Background: an optimization exercise with open tools, aiming at small area, a short achievable clock period and few clock cycles per item. Do not read the settings as production practice.
At most, simulation tests tie the RTL to the original design; equivalence was not proved.
For run 3, only the layout was checked, not whether the RTL still works.
Power figures rest on the tool's default switching activity, not on a simulated workload.

==> flow/config.mk <==
export PLATFORM = sky130hd
export DESIGN_NAME = top_proc
export DESIGN_NICKNAME = top_proc
export VERILOG_FILES = /design/flow/design.v
export SDC_FILE = /design/flow/constraint.sdc
export NUM_CORES = 8
export LEC_CHECK = 0
export CAP_MARGIN = 20
export CORE_MARGIN = 2
export CORE_UTILIZATION = 45
export CTS_BUF_LIST = sky130_fd_sc_hd__clkbuf_8 sky130_fd_sc_hd__clkbuf_16
export CTS_CLUSTER_DIAMETER = 80
export CTS_CLUSTER_SIZE = 20
export SETUP_SLACK_MARGIN = 5
export SLEW_MARGIN = 20
export SYNTH_HIERARCHICAL = 1
==> flow/constraint.sdc <==
create_clock -name core_clock -period 11.0 [get_ports {clk}]
set_input_delay 2.2000 -clock core_clock [delete_from_list [all_inputs] [get_ports {clk}]]
set_output_delay 2.2000 -clock core_clock [all_outputs]
set_load 0.01 [all_outputs]
==> flow/design.v <==
`timescale 1ns/1ps
module fetch_next (
    input  wire [31:0] instr,
    input  wire [31:0] pc_i,      
    input  wire [31:0] pc_f,      
    input  wire        v_i,       
    input  wire        stall,
    input  wire        i_bp,      
    input  wire        btb_v,
    input  wire [12:1] btb_tag,
    input  wire [12:1] btb_off,
    input  wire [12:1] btb_tgt,
    input  wire [31:0] e_alt,
    input  wire        e_beq,     
    input  wire        e_fix,     
    input  wire [31:0] e_a,
    input  wire [31:0] e_b,
    input  wire        v_r,       
    input  wire [31:0] ir,
    input  wire        e_we,      
    input  wire        e_load,
    input  wire [4:0]  e_rd,
    output wire        mis,
    output wire        refuse,    
    output wire        bp_nx,     
    output wire        btb_we,    
    output wire        btb_inv,   
    output wire [31:0] pc_nx,
    output wire        v_nx,
    output wire        pred,      
    output wire [31:0] target,    
    output wire        inc,       
    output wire        dec,       
    output wire        hz_e,      
    output wire        hz_m       
);
    assign mis = e_fix | (e_beq & (e_a == e_b));
    wire [6:0] op = instr[6:0];
    wire [4:0] rs1 = instr[19:15];
    wire [4:0] rs2 = instr[24:20];
    assign pred = (op == 7'b1100011) && (rs1 == rs2);
    wire       use2 = (op == 7'b0110011) | (op == 7'b0100011) | (op == 7'b1100011);
    wire [4:0] y_rd = ir[11:7];
    wire       y_wr = (ir[6:0] == 7'b0110011) | (ir[6:0] == 7'b0010011) | (ir[6:0] == 7'b0000011);
    wire       y_we = v_r & y_wr & (y_rd != 5'd0);
    wire       y_ld = v_r & (ir[6:0] == 7'b0000011) & (y_rd != 5'd0);
    wire       y1 = (y_rd == rs1);
    wire       y2 = (y_rd == rs2) & use2;
    wire       z1 = (e_rd == rs1) & ~(y_we & y1);
    wire       z2 = (e_rd == rs2) & use2 & ~(y_we & y2);
    assign hz_e = y_ld & (y1 | y2);
    assign hz_m = e_load & e_we & (z1 | z2);
    wire [11:0] a = pc_i[12:1];
    wire [11:0] b = {instr[31], instr[7], instr[30:25], instr[11:8]};
    wire [11:0] p = a ^ b;
    wire [11:0] G [0:4];
    wire [11:0] P [0:4];
    assign G[0] = a & b;
    assign P[0] = p;
    genvar l, i;
    generate
        for (l = 0; l < 4; l = l + 1) begin : lvl
            for (i = 0; i < 12; i = i + 1) begin : bit_
                if (i >= (1 << l)) begin : comb
                    assign G[l+1][i] = G[l][i] | (P[l][i] & G[l][i-(1<<l)]);
                    assign P[l+1][i] = P[l][i] & P[l][i-(1<<l)];
                end else begin : pass
                    assign G[l+1][i] = G[l][i];
                    assign P[l+1][i] = P[l][i];
                end
            end
        end
    endgenerate
    wire [11:0] lo = p ^ {G[4][10:0], 1'b0};
    assign target = {pc_i[31:13], lo, pc_i[0]};
    assign inc = G[4][11] & ~b[11];
    assign dec = ~G[4][11] & b[11];
    wire [29:0] ones;            
    genvar k;
    generate
        for (k = 0; k < 30; k = k + 1) begin : incr
            assign ones[k] = &pc_f[k+2:2];
        end
    endgenerate
    wire [31:0] pc_inc = {pc_f[31:2] ^ {ones[28:0], 1'b1}, pc_f[1:0]};
    wire        hit = btb_v & (pc_inc[12:1] == btb_tag);
    wire [31:0] btgt = {pc_f[31:13], btb_tgt, pc_f[0]};
    wire bp_ok  = pred & (b == btb_off);
    wire wrong  = v_i & i_bp & ~bp_ok;           
    wire again  = v_i & stall;
    wire take   = v_i & pred & ~i_bp & ~stall & ~mis;
    assign refuse  = wrong;
    assign pc_nx = mis ? e_alt : (again | wrong) ? pc_i : take ? target :
                   hit ? btgt : pc_inc;
    assign v_nx  = ~mis & ~again & ~wrong & ~take;
    assign bp_nx = hit & ~mis & ~again & ~wrong & ~take;
    assign btb_we  = take;
    assign btb_inv = wrong & ~mis & ~again;
endmodule
module hi_adjust (
    input  wire [18:0] hi,
    input  wire        inc,
    input  wire        dec,
    output wire [18:0] y
);
    wire [18:0] all1, all0;      
    assign all1[0] = 1'b1;
    assign all0[0] = 1'b1;
    genvar i;
    generate
        for (i = 1; i < 19; i = i + 1) begin : pre
            assign all1[i] = &hi[i-1:0];
            assign all0[i] = ~|hi[i-1:0];
        end
    endgenerate
    assign y = hi ^ (({19{inc}} & all1) | ({19{dec}} & all0));
endmodule
`timescale 1ns/1ps
module top_proc #(
    parameter INITIAL_PC = 32'h0000_0000
)(
    input clk,
    input rst,
    input [31:0] instr,
    input [31:0] dReadData,
    output [31:0] PC,
    output [31:0] dAddress,
    output [31:0] dWriteData,
    output MemRead,
    output MemWrite
);
    localparam [6:0] OP_R  = 7'b0110011;
    localparam [6:0] OP_I  = 7'b0010011;
    localparam [6:0] OP_LW = 7'b0000011;
    localparam [6:0] OP_SW = 7'b0100011;
    localparam [6:0] OP_B  = 7'b1100011;
    reg  [31:0] pc_f;           
    reg  [31:0] pc_i;           
    reg         v_i;            
    reg  [31:0] ir;             
    reg         v_r;
    reg         r_pred;         
    reg  [31:0] r_alt;          
    reg         r_inc, r_dec;   
    reg         r_hze, r_hzm;   
    reg  [3:0]  r_p1lo, r_p2lo;  
    reg  [7:0]  r_p1hi, r_p2hi;  
    reg  [31:0] e_a, e_b;       
    reg  [31:0] e_alt;          
    reg  [4:0]  e_rd;
    reg         e_we, e_load, e_store, e_beq;    
    reg         e_sub, e_arith;
    reg         e_add, e_slt, e_sll, e_srl, e_xor, e_or, e_and;
    reg  [31:0] m_res, m_sd;    
    reg  [4:0]  m_rd;
    reg         m_we, m_load, m_rdreq, m_wrreq;
    reg  [31:0] w_res;          
    reg  [4:0]  w_rd;
    reg         w_we, w_load;
    assign PC         = pc_f;
    assign dAddress   = m_res;
    assign dWriteData = m_sd;
    assign MemRead    = m_rdreq;
    assign MemWrite   = m_wrreq;
    wire [31:0] pc_nx, i_target, r_tgt;
    reg         e_fix;          
    wire        v_nx, i_pred, i_inc, i_dec, hz_e, hz_m;
    wire        mis, refuse, bp_nx, btb_we, btb_inv;
    reg         i_bp;           
    reg         btb_fill;       
    reg         btb_v;          
    reg  [12:1] btb_tag;
    reg  [12:1] btb_off;
    reg  [12:1] btb_tgt;
    wire        stall = v_r & (r_hze | r_hzm);
    fetch_next fn (
        .instr(instr), .pc_i(pc_i), .pc_f(pc_f), .v_i(v_i),
        .stall(stall), .i_bp(i_bp), .btb_v(btb_v), .btb_tag(btb_tag), .btb_off(btb_off), .btb_tgt(btb_tgt),
        .e_alt(e_alt), .e_beq(e_beq), .e_fix(e_fix), .e_a(e_a), .e_b(e_b),
        .v_r(v_r), .ir(ir), .e_we(e_we), .e_load(e_load), .e_rd(e_rd),
        .mis(mis), .refuse(refuse), .bp_nx(bp_nx), .btb_we(btb_we), .btb_inv(btb_inv),
        .pc_nx(pc_nx), .v_nx(v_nx), .pred(i_pred),
        .target(i_target), .inc(i_inc), .dec(i_dec), .hz_e(hz_e), .hz_m(hz_m)
    );
    wire [6:0] r_op  = ir[6:0];
    wire [2:0] r_f3  = ir[14:12];
    wire [4:0] r_rd  = ir[11:7];
    wire [4:0] r_rs1 = ir[19:15];
    wire [4:0] r_rs2 = ir[24:20];
    wire r_isR  = (r_op == OP_R);
    wire r_isI  = (r_op == OP_I);
    wire r_isLW = (r_op == OP_LW);
    wire r_isSW = (r_op == OP_SW);
    wire r_isB  = (r_op == OP_B);
    wire r_we   = (r_isR | r_isI | r_isLW) & (r_rd != 5'd0);
    wire [31:0] r_immI = {{20{ir[31]}}, ir[31:20]};
    wire [31:0] r_immS = {{20{ir[31]}}, ir[31:25], ir[11:7]};
    wire [31:0] r_imm  = r_isSW ? r_immS : r_immI;
    wire        r_useimm = r_isI | r_isLW | r_isSW;
    wire r_alu = r_isR | r_isI;
    wire r_sub = r_isR & ir[30] & (r_f3 == 3'b000) | (r_alu & (r_f3 == 3'b010));
    wire [18:0] r_tgthi;
    hi_adjust hadj (.hi(r_alt[31:13]), .inc(r_inc), .dec(r_dec), .y(r_tgthi));
    assign r_tgt = {r_tgthi, r_alt[12:0]};
    wire [31:0] rf_a, rf_b;
    wire [31:1] r_sel1, r_sel2;
    genvar q;
    generate
        for (q = 1; q < 32; q = q + 1) begin : dec
            assign r_sel1[q] = r_p1lo[q % 4] & r_p1hi[q / 4];
            assign r_sel2[q] = r_p2lo[q % 4] & r_p2hi[q / 4];
        end
    endgenerate
    wire [31:0] e_y;            
    wire [31:0] w_data = w_load ? dReadData : w_res;
    reg  [31:0] rf [31:1];
    always @(posedge clk) begin
        if (w_we)
            rf[w_rd] <= w_data;             
    end
    integer ri;
    reg [31:0] rf_a_r, rf_b_r;
    always @(*) begin
        rf_a_r = 32'b0;
        rf_b_r = 32'b0;
        for (ri = 1; ri < 32; ri = ri + 1) begin
            rf_a_r = rf_a_r | ({32{r_sel1[ri]}} & rf[ri]);
            rf_b_r = rf_b_r | ({32{r_sel2[ri]}} & rf[ri]);
        end
    end
    assign rf_a = rf_a_r;
    assign rf_b = rf_b_r;
    wire fa_e = e_we & (e_rd == r_rs1);
    wire fa_m = m_we & (m_rd == r_rs1);
    wire fa_w = w_we & (w_rd == r_rs1);
    wire fb_e = e_we & (e_rd == r_rs2);
    wire fb_m = m_we & (m_rd == r_rs2);
    wire fb_w = w_we & (w_rd == r_rs2);
    wire [31:0] r_a_old = fa_m ? m_res : fa_w ? w_data : rf_a;
    wire [31:0] r_b_old = fb_m ? m_res : fb_w ? w_data : rf_b;
    wire [31:0] r_a  = fa_e ? e_y : r_a_old;
    wire [31:0] r_b  = fb_e ? e_y : r_b_old;
    wire [31:0] r_op2 = (fb_e & ~r_useimm) ? e_y : (r_useimm ? r_imm : r_b_old);
    always @(posedge clk) begin
        if (stall) begin
            r_hzm <= r_hze;
            r_hze <= 1'b0;
        end else begin
            r_hze <= hz_e;
            r_hzm <= hz_m;
        end
    end
    wire [31:0] ad_b = e_b ^ {32{e_sub}};
    wire [31:0] ad_p = e_a ^ ad_b;
    wire [31:0] ad_G [0:5];
    wire [31:0] ad_P [0:5];
    assign ad_G[0] = (e_a & ad_b) | {31'b0, ad_p[0] & e_sub};
    assign ad_P[0] = ad_p;
    genvar al, ai;
    generate
        for (al = 0; al < 5; al = al + 1) begin : ks
            for (ai = 0; ai < 32; ai = ai + 1) begin : b_
                if (ai >= (1 << al)) begin : comb
                    assign ad_G[al+1][ai] = ad_G[al][ai] | (ad_P[al][ai] & ad_G[al][ai-(1<<al)]);
                    assign ad_P[al+1][ai] = ad_P[al][ai] & ad_P[al][ai-(1<<al)];
                end else begin : pass
                    assign ad_G[al+1][ai] = ad_G[al][ai];
                    assign ad_P[al+1][ai] = ad_P[al][ai];
                end
            end
        end
    endgenerate
    wire [31:0] e_sum = ad_p ^ {ad_G[5][30:0], e_sub};
    wire        e_lt  = (e_a[31] ^ e_b[31]) ? e_a[31] : e_sum[31];
    wire [31:0] e_ar, e_shl, e_shr;
    generate
        for (ai = 0; ai < 32; ai = ai + 1) begin : rev
            assign e_ar[ai]  = e_a[31-ai];
            assign e_shl[ai] = e_shr[31-ai];
        end
    endgenerate
    wire [31:0] e_shin = e_sll ? e_ar : e_a;
    assign e_shr = $unsigned($signed({e_arith & e_a[31], e_shin}) >>> e_b[4:0]);
    assign e_y = ({32{e_add}} & e_sum)
               | ({32{e_slt}} & {31'b0, e_lt})
               | ({32{e_sll}} & e_shl)
               | ({32{e_srl}} & e_shr)
               | ({32{e_xor}} & (e_a ^ e_b))
               | ({32{e_or}}  & (e_a | e_b))
               | ({32{e_and}} & (e_a & e_b));
    always @(posedge clk or posedge rst) begin
        if (rst) begin
            pc_f <= INITIAL_PC;
            v_i  <= 1'b0;
            i_bp <= 1'b0;
            btb_fill <= 1'b0;
            btb_v <= 1'b0;
        end else begin
            pc_f <= pc_nx;
            v_i  <= v_nx;
            i_bp <= bp_nx;
            btb_fill <= btb_we;
            if (btb_fill)
                btb_v <= ~r_inc & ~r_dec;    
            else if (btb_inv)
                btb_v <= 1'b0;
        end
    end
    always @(posedge clk) begin
        if (btb_fill) begin
            btb_tag <= pc_i[12:1];
            btb_tgt <= r_alt[12:1];
            btb_off <= {ir[31], ir[7], ir[30:25], ir[11:8]};
        end
    end
    always @(posedge clk) begin
        pc_i <= pc_f;
    end
    always @(posedge clk or posedge rst) begin
        if (rst)
            v_r <= 1'b0;
        else if (mis)
            v_r <= 1'b0;
        else if (!stall)
            v_r <= v_i & ~refuse;
    end
    always @(posedge clk) begin
        if (!stall) begin
            ir     <= instr;
            r_pred <= i_pred;
            r_alt  <= i_target;
            r_p1lo <= 4'b1 << instr[16:15];
            r_p1hi <= 8'b1 << instr[19:17];
            r_p2lo <= 4'b1 << instr[21:20];
            r_p2hi <= 8'b1 << instr[24:22];
            r_inc  <= i_inc;
            r_dec  <= i_dec;
        end
    end
    wire go = v_r & ~stall & ~mis;
    wire r_bnext = ({ir[31], ir[7], ir[30:25], ir[11:8]} == 12'd2);
    always @(posedge clk or posedge rst) begin
        if (rst) begin
            e_we <= 1'b0; e_load <= 1'b0; e_store <= 1'b0; e_beq <= 1'b0;
            e_fix <= 1'b0;
        end else begin
            e_we    <= go & r_we;
            e_load  <= go & r_isLW;
            e_store <= go & r_isSW;
            e_beq   <= go & r_isB & ~r_pred & ~r_bnext;    
            e_fix   <= go & r_pred & (r_inc | r_dec);
        end
    end
    always @(posedge clk) begin
        e_a    <= r_a;
        e_b    <= r_op2;
        e_alt  <= r_isSW ? r_b : r_tgt;
        e_rd   <= r_rd;
        e_sub  <= r_sub;
        e_arith <= ir[30];
        e_add  <= ~r_alu | (r_f3 == 3'b000);
        e_slt  <= r_alu & (r_f3 == 3'b010);
        e_sll  <= r_alu & (r_f3 == 3'b001);
        e_srl  <= r_alu & (r_f3 == 3'b101);
        e_xor  <= r_alu & (r_f3 == 3'b100);
        e_or   <= r_alu & (r_f3 == 3'b110);
        e_and  <= r_alu & (r_f3 == 3'b111);
    end
    always @(posedge clk or posedge rst) begin
        if (rst) begin
            m_we <= 1'b0; m_load <= 1'b0; m_rdreq <= 1'b0; m_wrreq <= 1'b0;
        end else begin
            m_we    <= e_we;
            m_load  <= e_load;
            m_rdreq <= e_load;
            m_wrreq <= e_store;
        end
    end
    always @(posedge clk) begin
        m_res <= e_y;
        m_sd  <= e_alt;
        m_rd  <= e_rd;
    end
    always @(posedge clk or posedge rst) begin
        if (rst) begin
            w_we <= 1'b0; w_load <= 1'b0;
        end else begin
            w_we   <= m_we;
            w_load <= m_load;
        end
    end
    always @(posedge clk) begin
        w_res <= m_res;
        w_rd  <= m_rd;
    end
endmodule
==> flow/flow/run.sh <==
#!/bin/bash
# Layout: the standard flow (standard.sh) with its standard synthesis
# and these changes to how the layout is made (the SDC, the clock period
# and the flow scripts are unchanged):
#  - no gate cloning in timing repair (its clones can leave nets over the
#    max-slew limit at the end);
#  - every port still gets its buffer, but a plain buf_2 instead of the
#    delay cell buffer_ports picks by itself.
# Each step's full output goes to its own log file in this folder (ORFS
# also keeps per-step logs under orfs/logs/).
set -euo pipefail
K=(SETUP_SLACK_MARGIN=7.5 SKIP_GATE_CLONING=1 "BUFFER_PORTS_ARGS=-buffer_cell sky130_fd_sc_hd__buf_2")
bash standard.sh synth > synth.log 2>&1
bash standard.sh "${K[@]}" floorplan > floorplan.log 2>&1
bash standard.sh "${K[@]}" place > place.log 2>&1
bash standard.sh "${K[@]}" cts > cts.log 2>&1
bash standard.sh "${K[@]}" route > route.log 2>&1
bash standard.sh "${K[@]}" finish > finish.log 2>&1
==> flow/standard.sh <==
#!/bin/bash
# synth_recipe.tcl (not shown) runs the flow's synth.tcl, then flattens the netlist and writes it again
# the make line also repeats each setting of config.mk as NAME=value (left out here)
make -C /OpenROAD-flow-scripts/flow DESIGN_CONFIG=/design/flow/config.mk WORK_HOME=/design/flow/orfs CLKGATE_MAP_FILE= SYNTH_SCRIPT=/design/flow/synth_recipe.tcl "${@:-finish}"
==> results of run 1 <==
-- per-module statistics from Yosys (local to each module, per instance) --
module      flops+latches  cells  times used  cell area (sq um)
hi_adjust               0     76           1                522
fetch_next              0    435           1               3240
top_proc             1416   4469           1              61100
-- report_power, final --
part           internal [mW]  switching (mW)  leakage [nW]
Sequential              6.67           0.405          12.9
Clock                   1.47            1.88          1.32
Combinational           1.07            2.09          11.4
-- logic make-up after synthesis --
| kind of cell | Yosys count |
|---|---|
| AND/OR/NAND/NOR | 978 |
| multiplexers | 177 |
| AO/OA/AOI/OAI | 1561 |
| flip-flops | 1416 |
| XOR/XNOR | 215 |
| buffers and inverters | 520 |
| adder cells (fa/ha/maj) | 113 |
-- worst max-delay path, stage by stage, from the launching register on --
cell	delay, ps
edfxtp_1	320
buf_4	470
and2_2	600
buf_4	610
a22oi_1	150
nand3_1	190
nor4_4	90
a211oi_1	320
a211oi_2	100
a21oi_2	420
mux2_2	250
-- final timing paths --
kind,end,depth (start not counted)
min in group asynchronous,e_beq,3
setup / recovery,e_alt[5],10
hold / removal,m_sd[29],0
max in group asynchronous,pc_f[9],3
setup reg to reg,e_alt[5],10
hold reg to reg,m_sd[29],0
-- what timing repair did --
item                       CTS  global route
setup buffers              110            60
pin swaps                   39            61
setup endpoints to repair  236           146
resized for setup          333           174
-- synthesized netlist by cell type (all sizes together) (50+ instances only) --
master / instances
edfxtp: 1119
clkbuf: 316
a221oi: 311
a22o: 306
a22oi: 299
dfxtp: 250
nand2: 224
nor2: 172
o21ai: 154
nand4: 141
a21oi: 137
inv: 119
xor2: 113
ha: 111
nor3: 107
xnor2: 97
nand3: 86
buf: 81
and2: 79
a222oi: 71
mux2: 68
mux2i: 59
a211oi: 52
mux4: 50
-- through the flow --
stage	std cells	worst slack [ps]	power (mW)	area, sq um
2_1_floorplan	4980	6900	8.44	65000
3_3_place_gp	6793	5970	9.68	68100
3_5_place_dp	6794	6060	9.69	68100
4_1_cts	7038	7360	13.2	72700
5_1_grt	7099	7320	13.9	74000
6_report	7111	7310	13.6	74000
-- metal layers --
metal	vias up	routed length (um)	share of wire	global-route usage
met1	26624	102000	0.33	0.490
met3	1699	50400	0.16	0.169
met4	18	27600	0.089	0.274
met5	-	186	0.00060	0.00227
met2	5743	128000	0.42	0.588
li1	20392	-	-	-
-- area by class of cell --
type | count | area [sq um] | area share
Sequential cell | 1416 | 39900 | 0.540
Timing Repair Buffer | 479 | 3970 | 0.0536
Multi-Input combinational cell | 3044 | 24700 | 0.334
Antenna cell | 12 | 30.0 | 0.000406
Clock inverter | 47 | 360 | 0.00487
Tap cell | 1903 | 2380 | 0.0322
Clock buffer | 87 | 2150 | 0.0291
Inverter | 123 | 498 | 0.00673
==> metrics.log, run 1 <==
INFO  metric outcome = no timing/DRC/antenna violations
INFO  metric time_the_worst_path_needs_with_i_o_delays_and_setup = approximately 3700 ps
INFO  metric depth_of_the_cts_h_tree = 3
INFO  metric grt_util_all_layers = 0.405
INFO  metric syn_area_per_cell = around 13 sq um
INFO  metric synth-seq-area-share = 0.613
INFO  metric coreArea = 0.143 sq mm
INFO  metric rsz0062_at_grt = true
INFO  metric critPathLaunch = r_p2hi[3]
INFO  metric post_layout_util = 0.517
INFO  metric netlist_instances = approximately 5000
INFO  metric crit_path_start_kind = register
INFO  metric wire_length_per_cell_after_detailed_routing = about 43 um
INFO  metric io_pins = between 150 and 200
INFO  metric design.die.area = roughly 0.15 sq mm
INFO  metric synth.ff_latch_count = about 1400
INFO  metric finalSetupTns = 0 ps
INFO  metric clockBufferDepth = 3
INFO  metric register_with_the_most_flip_flops = rf
INFO  metric worstSetupPathType = register to register
INFO  metric cts_hold_buffers = 0
INFO  metric worst_setup_path_end_kind = register
INFO  metric timing.critical_path.fanout_max = 19
INFO  metric wire_length_of_the_first_global_routing_pass = between 400 and 500 mm
INFO  metric number_of_synthesis_warnings = 8
INFO  metric final_hold_vios = 0
INFO  metric synthToLayoutAreaGrowth = 14.1%
INFO  metric timing.critical_path.arrival = 4370 ps
INFO  metric route.antenna.remaining_nets = 0
INFO  metric maxSlewHeadroom = 0.218
INFO  metric synth-simple-area-share = 0.0776
INFO  metric routabilityCongestion = around 1
INFO  metric maxCapViolations = 0
INFO  metric worst_skew_pair.late_latency = roughly 770 ps
INFO  metric yosys.area.top_type = edfxtp_1
INFO  metric synth-compound-area-share = 0.187
INFO  metric post_drt_via_cell_ratio = around 7.7
INFO  metric proportion_of_synthesized_area_in_mux_cells = 0.0384
INFO  metric mostFrequentLayoutCell = edfxtp_1
INFO  metric place.detailed.hpwl = 179 mm
INFO  metric setup_viol = 0
INFO  metric maximum_number_of_pins_on_one_net_before_global_route_repair = 65
INFO  metric routed_wirelength = between 300 and 400 mm
INFO  metric rows = about 140
INFO  metric mostFrequentLayoutCells = edfxtp_1, a22o_1, a221oi_1, a22oi_1, buf_4
INFO  metric fmax = 0.271 GHz
INFO  metric yosys.area_share.xor_xnor = 0.0301
INFO  metric worst_ir_drop_vdd = between 0.15 and 0.2 mV
INFO  metric slew_viol_final = 0
INFO  metric leakagePower = 25.6 nW
INFO  metric drive_above_1_share = 0.208
INFO  metric timing.hold.worst.class = register to register
INFO  metric number_of_flops_mapped_to_enable_cells_by_yosys = 1119
INFO  metric skew = 52.7 ps
INFO  metric power_density = approximately 180 mW/mm^2
INFO  metric synth.area.top_cells = edfxtp_1, dfxtp_1, a221oi_1, a22o_1, a22oi_1
INFO  metric max_slew.worst_pin.slew = roughly 1200 ps
INFO  metric portBuffers = between 150 and 200
INFO  metric flip_flop_count_of_the_largest_register_all_copies_and_words_added = ~990
INFO  metric final_min_period_over_clock_period = 0.336
INFO  metric clock_tree_from_tritoncts = done
INFO  metric timing.critical_path.required = 11680 ps
INFO  metric routed-via-count = 54476
INFO  metric grt_overflow_total = 0
INFO  metric cts-root-buf = clkbuf_16
INFO  metric synth_top_family_by_area = compound AO/OA/AOI/OAI gates
INFO  metric syn_area = between 0.06 and 0.07 sq mm
INFO  metric synth_adder_area_share = 0.0220
INFO  metric detail_route.drc_violations = 0
INFO  metric die_h = ~380 um
INFO  metric fin_hold_ws = approximately 360 ps
INFO  metric die_width = around 380 um
INFO  metric design.final.nets = about 5300
INFO  metric initial_antenna_violation_count = 17
INFO  metric synth.top_cell.area_share = 0.518
INFO  metric r2r_path_start = r_p2hi[3]
INFO  metric hold_path.startpoint = e_alt[29]
INFO  metric postSynthNetCount = 5159
INFO  metric first_global_vias = ~51000
INFO  metric r2r_setup_slack = roughly 7300 ps
INFO  metric asyncSetResetFlopFracSynth = 0.0332
INFO  metric clk_pin_slew = approximately 90 ps
INFO  metric numCtsBuffers = between 80 and 90
INFO  metric number_of_sinks_handled_by_clock_tree_synthesis = around 1400
INFO  metric synthFlopType = edfxtp_1
INFO  metric count_of_routing_violations_after_the_opening_detailed_route_iteration = 12200
INFO  metric start_util = 0.453
INFO  metric n_fill_cell = between 10000 and 15000
INFO  metric ys_types = 98
INFO  metric drt-pass1-iter-count = 13
Testbench counts, summed over its fixed seeds: cycles 43,757, instrs 37,128.
==> run 2, diff against run 1 <==
--- a/flow/config.mk
+++ b/flow/config.mk
@@ -13,4 +13,4 @@
 export CTS_CLUSTER_SIZE = 20
 export SETUP_SLACK_MARGIN = 5
 export SLEW_MARGIN = 20
-export SYNTH_HIERARCHICAL = 1
+export SYNTH_HIERARCHICAL = 0
==> run 2 against run 1 <==
Count of clock-buffer cells in the layout increased by 4. Critical path depth rose by 1. Non-clock buffer count is 21 lower. Wire length shrank 0.78%. Worst setup slack better by 17 ps. First-iteration DRC count fell by 1.8%. Critical endpoint is now e_b[13]. Largest power group unchanged. Highest routed layer unchanged.
==> metrics.log, run 2 <==
INFO  metric maxCapViolations = 0 (unchanged)
INFO  metric wire_length_per_cell_after_detailed_routing = 43.3 um (about the same)
INFO  metric post_layout_util = 0.520 (was 0.517)
INFO  metric worst_path_largest_cell_delay = 560 ps (was 610 ps)
INFO  metric numCtsBuffers = 86 (was 85)
INFO  metric power = 14.3 mW (was 13.6 mW)
INFO  metric worst_ir_drop_vdd = 0.169 mV (was 0.183 mV)
INFO  metric worst-r2r-cell-count = 11 (was 10)
INFO  metric setup_viol = 0 (unchanged)
INFO  metric finalSetupTns = 0 ps (unchanged)
INFO  metric path_depth = 11 (was 10)
INFO  metric power_switching = 4.70 mW (was 4.38 mW)
INFO  metric worst_skew_pair.late_latency = 780 ps (was 770 ps)
INFO  metric skew = 51.9 ps (was 52.7 ps)
INFO  metric yosys.area.top_type = edfxtp_1 (unchanged)
INFO  metric syn_area = 0.0642 sq mm (was 0.0649 sq mm)
INFO  metric internal-power = 9.55 mW (was 9.21 mW)
INFO  metric fmax = 0.272 GHz (was 0.271 GHz)
INFO  metric die_width = 382 um (was 384 um)
INFO  metric crit_slowest_cell = edfxtp_1 (was buf_4)
INFO  metric register_with_the_most_flip_flops = rf (unchanged)
INFO  metric multiInputGateArea = 0.0244 sq mm (was 0.0247 sq mm)
INFO  metric cts-root-buf = clkbuf_16 (unchanged)
INFO  metric setup_slack = 7320 ps (was 7310 ps)
INFO  metric outcome = no timing/DRC/antenna violations (unchanged)
INFO  metric synth_common_cells = edfxtp_1, a221oi_1, clkbuf_1, a22o_1, a22oi_1 (was edfxtp_1, clkbuf_1, a221oi_1, a22o_1, a22oi_1)
INFO  metric netlist_instances = 4953 (was 4980)
INFO  metric series_of_cell_instances_along_the_critical_path = buf_4 -> and2_4 -> buf_4 -> a22oi_1 -> nand4_1 -> nor4_2 -> nand4_1 -> o21ai_1 -> o21ai_0 -> mux2i_4 -> o21ai_1 (was buf_4 -> and2_2 -> buf_4 -> a22oi_1 -> nand3_1 -> nor4_4 -> a211oi_1 -> a211oi_2 -> a21oi_2 -> mux2_2)
INFO  metric worst_setup_path_end_kind = register (unchanged)
INFO  metric design.final.nets = 5295 (was 5328)
INFO  metric detail_route.drc_violations = 0 (unchanged)
INFO  metric io_pins = 164 (unchanged)
INFO  metric die_h = 382 um (was 384 um)
INFO  metric postSynthNetCount = 5132 (was 5159)
INFO  metric cts_hold_buffers = 0 (unchanged)
INFO  metric maximum_number_of_pins_on_one_net_before_global_route_repair = 65 (unchanged)
INFO  metric routed_wirelength = 306 mm (was 308 mm)
INFO  metric asyncSetResetFlopFracSynth = 0.0332 (unchanged)
INFO  metric timing.critical_path.fanout_max = 17 (was 19)
INFO  metric slew_viol_final = 0 (unchanged)
INFO  metric crit_path_start_kind = register (unchanged)
INFO  metric number_of_sinks_handled_by_clock_tree_synthesis = 1416 (unchanged)
INFO  metric n_fill_cell = 11993 (was 12122)
INFO  metric final_hold_vios = 0 (unchanged)
INFO  metric clock_tree_from_tritoncts = done (unchanged)
INFO  metric final_min_period_over_clock_period = 0.334 (was 0.336)
INFO  metric mostFrequentLayoutCells = edfxtp_1, a221oi_1, a22o_1, a22oi_1, buf_4 (was edfxtp_1, a22o_1, a221oi_1, a22oi_1, buf_4)
INFO  metric worst-path-buf-inv = 2 (unchanged)
INFO  metric wire_length_of_the_first_global_routing_pass = 408 mm (was 414 mm)
INFO  metric count_of_routing_violations_after_the_opening_detailed_route_iteration = 11983 (was 12200)
INFO  metric maxSlewHeadroom = 0.241 (was 0.218)
INFO  metric start_util = 0.454 (was 0.453)
INFO  metric rows = 138 (was 139)
INFO  metric max_slew.worst_pin.slew = 1140 ps (was 1170 ps)
INFO  metric portBuffers = 163 (unchanged)
INFO  metric area.sequential = 0.0399 sq mm (about the same)
INFO  metric number_of_flops_mapped_to_enable_cells_by_yosys = 1119 (unchanged)
INFO  metric coreArea = 0.142 sq mm (was 0.143 sq mm)
INFO  metric flip_flop_count_of_the_largest_register_all_copies_and_words_added = 992 (unchanged)
INFO  metric grt_overflow_total = 0 (unchanged)
INFO  metric route.antenna.remaining_nets = 0 (unchanged)
INFO  metric syn_area_per_cell = 13.0 sq um (about the same)
INFO  metric time_the_worst_path_needs_with_i_o_delays_and_setup = 3680 ps (was 3690 ps)
INFO  metric power_density = 194 mW/mm^2 (was 184 mW/mm^2)
INFO  metric synthToLayoutAreaGrowth = 14.5% (was 14.1%)
INFO  metric initial_antenna_violation_count = 18 (was 17)
INFO  metric synth.top_cell.area_share = 0.523 (was 0.518)
INFO  metric timing.critical_path.required = 11650 ps (was 11680 ps)
INFO  metric place.detailed.hpwl = 175 mm (was 179 mm)
INFO  metric synth.ff_latch_count = 1416 (unchanged)
INFO  metric holdPathStages = 0 (unchanged)
INFO  metric power.share.clock = 0.246 (was 0.247)
INFO  metric comb_power_share = 0.246 (was 0.233)
INFO  metric mostFrequentLayoutCell = edfxtp_1 (unchanged)
INFO  metric routabilityCongestion = 1.00 (was 0.983)
INFO  metric timing.critical_path.arrival = 4330 ps (was 4370 ps)
INFO  metric worstSetupPathType = register to register (unchanged)
INFO  metric drt-pass1-iter-count = 13 (unchanged)
INFO  metric rsz0062_at_grt = true (unchanged)
INFO  metric clk_pin_slew = 90 ps (about the same)
INFO  metric ys_types = 82 (was 98)
INFO  metric depth_of_the_cts_h_tree = 3 (unchanged)
INFO  metric post_drt_via_cell_ratio = 7.62 (was 7.66)
INFO  metric first_global_vias = 49785 (was 50533)
INFO  metric drive_above_1_share = 0.206 (was 0.208)
INFO  metric synth_most_common_cell = edfxtp_1 (unchanged)
INFO  metric design.die.area = 0.146 sq mm (was 0.147 sq mm)
INFO  metric fin_hold_ws = 356 ps (was 363 ps)
INFO  metric timing.hold.worst.class = register to register (unchanged)
INFO  metric power.switching_fraction = 0.330 (was 0.322)
INFO  metric synth-seq-area-share = 0.619 (was 0.613)
INFO  metric grt_util_all_layers = 0.403 (was 0.405)
INFO  metric number_of_synthesis_warnings = 2 (was 8)
INFO  metric routed-via-count = 53815 (was 54476)
INFO  metric leakagePower = 25.2 nW (was 25.6 nW)
INFO  metric synthFlopType = edfxtp_1 (unchanged)
INFO  metric synth.area.top_cells = edfxtp_1, dfxtp_1, a221oi_1, a22o_1, a22oi_1 (unchanged)
INFO  metric clockBufferDepth = 3 (unchanged)
INFO  metric dpl_worst_slack = 5660 ps (was 6060 ps)
INFO  metric critPathTopFamily = compound AO/OA/AOI/OAI gates (was buffers and inverters)
INFO  metric pwr-share-seq = 0.508 (was 0.520)
==> run 2: cell types whose count changed after synthesis, sizes merged, moves of 14 or more <==
cell    change
and3       -24
xnor2      -24
a21oi      +20
buf        -18
a22oi      -16
nor2       +16
a221oi     +14
mux2       -14
nand4      +14
==> run 2: area by class of cell <==
cell class | count | share of cell area
timing repair buffer | 458 | 0.0507
clock buffer | 91 | 0.0308
tap | 1890 | 0.0321
clock inverter | 44 | 0.00542
sequential | 1416 | 0.543
antenna | 11 | 0.000374
inverter | 121 | 0.00656
multi-input combinational | 3033 | 0.331
==> run 2: worst register-to-register path, cell delays in order (launching register included) <==
cell and delay (ps):
edfxtp_1 560, buf_4 190, and2_4 470, buf_4 580
a22oi_1 200, nand4_1 180, nor4_2 50, nand4_1 350
o21ai_1 180, o21ai_0 360, mux2i_4 150, o21ai_1 330
==> run 2: logic make-up after synthesis <==
family	Yosys count	synth area share
DFF	1416	0.619
muxes	170	0.0377
and+or+nand+nor	996	0.0794
xor gates and xnor gates	174	0.0237
AOI/OAI and AO/OA	1580	0.188
buffers and inverters	504	0.0298
adders and majority gates	113	0.0222
==> run 2: stage by stage <==
step,std cells,cell area [sq um]
5_1_grt,7055,73600
4_1_cts,6993,72200
3_5_place_dp,6759,67500
2_1_floorplan,4953,64500
3_3_place_gp,6759,67500
6_report,7064,73600
==> run 2: what timing repair did <==
| action | in CTS | in global routing |
|---|---|---|
| endpoints found under the setup margin | 237 | 219 |
| setup buffers | 99 | 60 |
| pin swaps | 43 | 62 |
| hold endpoints to repair | 0 | 0 |
| resized for setup | 312 | 198 |
==> run 2: worst paths after layout <==
| kind | startpoint | to | slack [ps] |
|---|---|---|---|
| worst max-delay path | r_p2hi[2] | e_b[13] | 7320 |
| worst min-delay path | e_alt[26] | m_sd[26] | 360 |
| worst max register to register | r_p2hi[2] | e_b[13] | 7320 |
| worst min register to register | e_alt[26] | m_sd[26] | 360 |
| max in group asynchronous | rst | pc_f[12] | 8820 |
| min in group asynchronous | rst | pc_f[6] | 1640 |
==> run 2: per-layer routing <==
metal  vias to the layer above  share of wire  global-route usage
met5                         -         0.0017             0.00761
met4                        25          0.090               0.279
met3                      1642           0.16               0.162
met2                      5489           0.42               0.586
met1                     26339           0.33               0.489
li1                      20320              -                   -
==> run 2: power by group through the flow <==
stage                     combinational [mW]  sequential (mW)  clock (mW)
final                                   3.50             7.24        3.51
after global routing                    3.61             7.26        3.68
after CTS                               3.13             7.22        3.49
after detailed placement                2.77             7.34           0
after global placement                  2.76             7.35           0
after floorplan                         1.60             7.10           0
==> run 3, diff against run 2 <==
--- a/flow/design.v
+++ b/flow/design.v
@@ -7,6 +7,7 @@
     input  wire        stall,
     input  wire        i_bp,      
     input  wire        btb_v,
+    input  wire        btb_fill,  
     input  wire [12:1] btb_tag,
     input  wire [12:1] btb_off,
     input  wire [12:1] btb_tgt,
@@ -83,7 +84,7 @@
         end
     endgenerate
     wire [31:0] pc_inc = {pc_f[31:2] ^ {ones[28:0], 1'b1}, pc_f[1:0]};
-    wire        hit = btb_v & (pc_inc[12:1] == btb_tag);
+    wire        hit = btb_v & ~btb_fill & (pc_inc[12:1] == btb_tag);
     wire [31:0] btgt = {pc_f[31:13], btb_tgt, pc_f[0]};
     wire bp_ok  = pred & (b == btb_off);
     wire wrong  = v_i & i_bp & ~bp_ok;           
@@ -175,7 +176,7 @@
     wire        stall = v_r & (r_hze | r_hzm);
     fetch_next fn (
         .instr(instr), .pc_i(pc_i), .pc_f(pc_f), .v_i(v_i),
-        .stall(stall), .i_bp(i_bp), .btb_v(btb_v), .btb_tag(btb_tag), .btb_off(btb_off), .btb_tgt(btb_tgt),
+        .stall(stall), .i_bp(i_bp), .btb_v(btb_v), .btb_fill(btb_fill), .btb_tag(btb_tag), .btb_off(btb_off), .btb_tgt(btb_tgt),
         .e_alt(e_alt), .e_beq(e_beq), .e_fix(e_fix), .e_a(e_a), .e_b(e_b),
         .v_r(v_r), .ir(ir), .e_we(e_we), .e_load(e_load), .e_rd(e_rd),
         .mis(mis), .refuse(refuse), .bp_nx(bp_nx), .btb_we(btb_we), .btb_inv(btb_inv),
==> run 3 against run 2 <==
Critical path depth down 1. Maximum frequency is 2.3% lower. Clock power decreased by 1%. Still clean. Highest routed layer unchanged. Worst hold slack better by 14 ps. Final cell count is 3.2% higher. First-iteration DRC count up 4.6%. Combinational power up 5.7%. Register-to-register slack worse by 90 ps. Sequential power barely moved. Largest power group unchanged. Clock skew fell by 7.5 ps. Worst setup slack worse by 88 ps. Area after synthesis grew 1.5%.
==> metrics.log, run 3 <==
INFO  metric time_the_worst_path_needs_with_i_o_delays_and_setup = 3770 ps (was 3680 ps)
INFO  metric synth.top_cell.area_share = 0.515 (was 0.523)
INFO  metric worstSetupPathType = register to register (unchanged)
INFO  metric start_util = 0.454 (about the same)
INFO  metric synthToLayoutAreaGrowth = 15.0% (was 14.5%)
INFO  metric postSynthNetCount = 5320 (was 5132)
INFO  metric ys_types = 84 (was 82)
INFO  metric dpl_worst_slack = 5660 ps (about the same)
INFO  metric design.final.nets = 5507 (was 5295)
INFO  metric skew = 44.4 ps (was 51.9 ps)
INFO  metric drt-pass1-iter-count = 12 (was 13)
INFO  metric depth_of_the_cts_h_tree = 3 (unchanged)
INFO  metric power.share.clock = 0.241 (was 0.246)
INFO  metric timing.hold.worst.class = register to register (unchanged)
INFO  metric io_pins = 164 (unchanged)
INFO  metric register_with_the_most_flip_flops = rf (unchanged)
INFO  metric crit_slowest_cell = and2_4 (was edfxtp_1)
INFO  metric worst_ir_drop_vdd = 0.124 mV (was 0.169 mV)
INFO  metric timing.critical_path.mode_cell = buf_4
INFO  metric route.antenna.remaining_nets = 0 (unchanged)
INFO  metric flip_flop_count_of_the_largest_register_all_copies_and_words_added = 992 (unchanged)
INFO  metric maxSlewHeadroom = 0.211 (was 0.241)
INFO  metric grt_util_all_layers = 0.422 (was 0.403)
INFO  metric routabilityCongestion = 0.994 (was 1.00)
INFO  metric timing.critical_path.fanout_max = 23 (was 17)
INFO  metric routed_wirelength = 323 mm (was 306 mm)
INFO  metric rows = 139 (was 138)
INFO  metric final_min_period_over_clock_period = 0.342 (was 0.334)
INFO  metric worst_skew_pair.late_latency = 770 ps (was 780 ps)
INFO  metric routed-via-count = 56808 (was 53815)
INFO  metric clk_pin_slew = 80 ps (was 90 ps)
INFO  metric number_of_flops_mapped_to_enable_cells_by_yosys = 1119 (unchanged)
INFO  metric detail_route.drc_violations = 0 (unchanged)
INFO  metric syn_area = 0.0652 sq mm (was 0.0642 sq mm)
INFO  metric number_of_sinks_handled_by_clock_tree_synthesis = 1416 (unchanged)
INFO  metric wire_length_of_the_first_global_routing_pass = 430 mm (was 408 mm)
INFO  metric cts_hold_buffers = 0 (unchanged)
INFO  metric netlist_instances = 5141 (was 4953)
INFO  metric asyncSetResetFlopFracSynth = 0.0332 (unchanged)
INFO  metric syn_area_per_cell = 12.7 sq um (was 13.0 sq um)
INFO  metric synth.ff_latch_count = 1416 (unchanged)
INFO  metric holdPathStages = 0 (unchanged)
INFO  metric grt_overflow_total = 0 (unchanged)
INFO  metric first_global_vias = 51857 (was 49785)
INFO  metric count_of_routing_violations_after_the_opening_detailed_route_iteration = 12531 (was 11983)
INFO  metric maxCapViolations = 0 (unchanged)
INFO  metric drive_above_1_share = 0.213 (was 0.206)
INFO  metric worst-r2r-cell-count = 10 (was 11)
INFO  metric wire_length_per_cell_after_detailed_routing = 44.3 um (was 43.3 um)
INFO  metric place.detailed.hpwl = 189 mm (was 175 mm)
INFO  metric worst_setup_path_end_kind = register (unchanged)
INFO  metric comb_power_share = 0.258 (was 0.246)
INFO  metric synth-seq-area-share = 0.610 (was 0.619)
INFO  metric cts-root-buf = clkbuf_16 (unchanged)
INFO  metric initial_antenna_violation_count = 14 (was 18)
INFO  metric number_of_synthesis_warnings = 2 (unchanged)
INFO  metric setup_viol = 0 (unchanged)
INFO  metric clockBufferDepth = 3 (unchanged)
INFO  metric post_drt_via_cell_ratio = 7.79 (was 7.62)
INFO  metric power_density = 192 mW/mm^2 (was 194 mW/mm^2)
INFO  metric synthFlopType = edfxtp_1 (unchanged)
INFO  metric portBuffers = 163 (unchanged)
INFO  metric die_h = 385 um (was 382 um)
INFO  metric maximum_number_of_pins_on_one_net_before_global_route_repair = 82 (was 65)
INFO  metric fmax = 0.266 GHz (was 0.272 GHz)
INFO  metric slew_viol_final = 0 (unchanged)
INFO  metric mostFrequentLayoutCells = edfxtp_1, a22oi_1, buf_4, nand2_1, a22o_1 (was edfxtp_1, a221oi_1, a22o_1, a22oi_1, buf_4)
INFO  metric timing.critical_path.arrival = 4450 ps (was 4330 ps)
INFO  metric rsz0062_at_grt = true (unchanged)
INFO  metric worst_path_largest_cell_delay = 580 ps (was 560 ps)
INFO  metric power.switching_fraction = 0.333 (was 0.330)
INFO  metric clock_tree_from_tritoncts = done (unchanged)
INFO  metric final_hold_vios = 0 (unchanged)
INFO  metric timing.critical_path.required = 11690 ps (was 11650 ps)
INFO  metric power_switching = 4.79 mW (was 4.70 mW)
INFO  metric layout.cell_area.non_filler = 0.0750 sq mm (was 0.0736 sq mm)
INFO  metric max_slew.worst_pin.slew = 1180 ps (was 1140 ps)
INFO  metric pwr-share-seq = 0.501 (was 0.508)
INFO  metric internal-power = 9.59 mW (was 9.55 mW)
INFO  metric setup_slack = 7230 ps (was 7320 ps)
INFO  metric synth_common_cells = edfxtp_1, a22oi_1, clkbuf_1, nand2_1, dfxtp_1 (was edfxtp_1, a221oi_1, clkbuf_1, a22o_1, a22oi_1)
INFO  metric synth.area.top_cells = edfxtp_1, dfxtp_1, a22oi_1, a22o_1, a221oi_1 (was edfxtp_1, dfxtp_1, a221oi_1, a22o_1, a22oi_1)
INFO  metric outcome = no timing/DRC/antenna violations (unchanged)
INFO  metric mostFrequentLayoutCell = edfxtp_1 (unchanged)
INFO  metric series_of_cell_instances_along_the_critical_path = buf_4 -> and2_4 -> buf_4 -> a222oi_1 -> o2111ai_1 -> nor4_1 -> buf_4 -> o311a_1 -> a21oi_2 -> mux2_2 (was buf_4 -> and2_4 -> buf_4 -> a22oi_1 -> nand4_1 -> nor4_2 -> nand4_1 -> o21ai_1 -> o21ai_0 -> mux2i_4 -> o21ai_1)
INFO  metric post_layout_util = 0.521 (was 0.520)
INFO  metric numCtsBuffers = 86 (unchanged)
INFO  metric die_width = 385 um (was 382 um)
INFO  metric postPlaceCellArea = 0.0688 sq mm (was 0.0675 sq mm)
INFO  metric leakagePower = 25.7 nW (was 25.2 nW)
INFO  metric finalSetupTns = 0 ps (unchanged)
INFO  metric synth_most_common_cell = edfxtp_1 (unchanged)
INFO  metric n_fill_cell = 12105 (was 11993)
INFO  metric crit_path_start_kind = register (unchanged)
INFO  metric design.die.area = 0.148 sq mm (was 0.146 sq mm)
INFO  metric coreArea = 0.144 sq mm (was 0.142 sq mm)
INFO  metric yosys.area.top_type = edfxtp_1 (unchanged)
==> run 3: cell count changes in the layout (fill, tap and decap cells not counted), sizes merged, moves of 21 or more <==
cell and change:
o21ai -26, nand2 +51, nand4 -21, a221oi -92
a22o -68, mux2 +28, buf +43, nor2 +32
a22oi +133, and3 +24, nand3 +48
==> run 3: kinds of logic after synthesis <==
logic type,share of synthesized area
xor gates and xnor gates,0.0232
AOI/OAI and AO/OA,0.186
buffers and inverters,0.0306
and+or+nand+nor,0.0887
adders and majority gates,0.0219
DFF,0.610
muxes,0.0398
==> run 3: final cells by class <==
type	instances	area (sq um)	area share
Multi-Input combinational cell	3200	25400	0.338
Antenna cell	18	45.0	0.000601
Sequential cell	1416	39900	0.533
Clock buffer	90	2240	0.0299
Inverter	123	489	0.00652
Tap cell	1903	2380	0.0318
Timing Repair Buffer	501	4190	0.0559
Clock inverter	42	345	0.00461
==> run 3: power groups by stage <==
stage | logic (mW) | clock network (mW) | registers (mW)
after floorplan | 1.68 | 0 | 7.11
after global placement | 2.94 | 0 | 7.32
after detailed placement | 2.95 | 0 | 7.32
after CTS | 3.37 | 3.43 | 7.20
after global routing | 3.80 | 3.61 | 7.23
final | 3.70 | 3.47 | 7.21
==> run 3: timing repair <==
action                                  CTS  global route
setup buffers                           111            57
pin swaps                                38            58
resized for setup                       332           174
endpoints found under the setup margin  218           159
==> run 3: through the flow <==
| stage | hold WS, ps | cells | power [mW] |
|---|---|---|---|
| 3_3_place_gp | 338 | 6971 | 10.3 |
| 5_1_grt | 379 | 7276 | 14.6 |
| 4_1_cts | 368 | 7215 | 14.0 |
| 3_5_place_dp | 352 | 6972 | 10.3 |
| 2_1_floorplan | 326 | 5141 | 8.80 |
| 6_report | 370 | 7293 | 14.4 |
==> run 3: critical path: cells and delay by family, from the launching register on <==
kind            cells  cell delay (ps)
simple gates        2              670
compound gates      4             1160
buf+inv             3             1170
mux                 1              260
flops               1              330
==> run 3: final timing paths <==
| path | start | to | slack [ps] |
|---|---|---|---|
| setup / recovery | r_p2lo[0] | e_alt[18] | 7230 |
| hold / removal | e_alt[1] | m_sd[1] | 370 |
| setup reg to reg | r_p2lo[0] | e_alt[18] | 7230 |
| hold reg to reg | e_alt[1] | m_sd[1] | 370 |
| max in group asynchronous | rst | pc_f[1] | 8840 |
| min in group asynchronous | rst | pc_f[30] | 1650 |
==> run 3: per-layer routing <==
layer | GRT usage | up-vias | share of wire
met5 | 0.0114 | - | 0.0013
met2 | 0.592 | 6297 | 0.40
met1 | 0.513 | 27504 | 0.33
li1 | - | 21064 | -
met4 | 0.303 | 16 | 0.099
met3 | 0.189 | 1927 | 0.17

## what the ideal ports hide
No port has a modelled driver above. Below, the same layouts with a new extraction and two added sets of constraints.
Step 1: set_driving_cell puts a clkbuf_16 on clk and a buf_2 on each other input, an assumption about the parent block.
Step 2 adds t to the input delays and takes it off the output delays; t is the mean of the earliest and latest rising clock arrival at the registers after step 1. Input paths then give back, and output paths get back, about the clock's delay inside the block.
Three values: no drivers, after step 1, after step 2; two values: the first two.
run	t (ns)	setup slack, ns	worst setup path at the end
run 1	0.823	7.305 / 7.305 / 6.552	input to register
run 2	0.827	7.322 / 7.322 / 6.547	input to register
run 3	0.822	7.234 / 7.234 / 6.591	input to register
After both steps setup and hold are still met in every run listed. The setup slack of run 2, which loses most, moves by 0.000 ns with the drivers and by -0.775 ns with both steps.
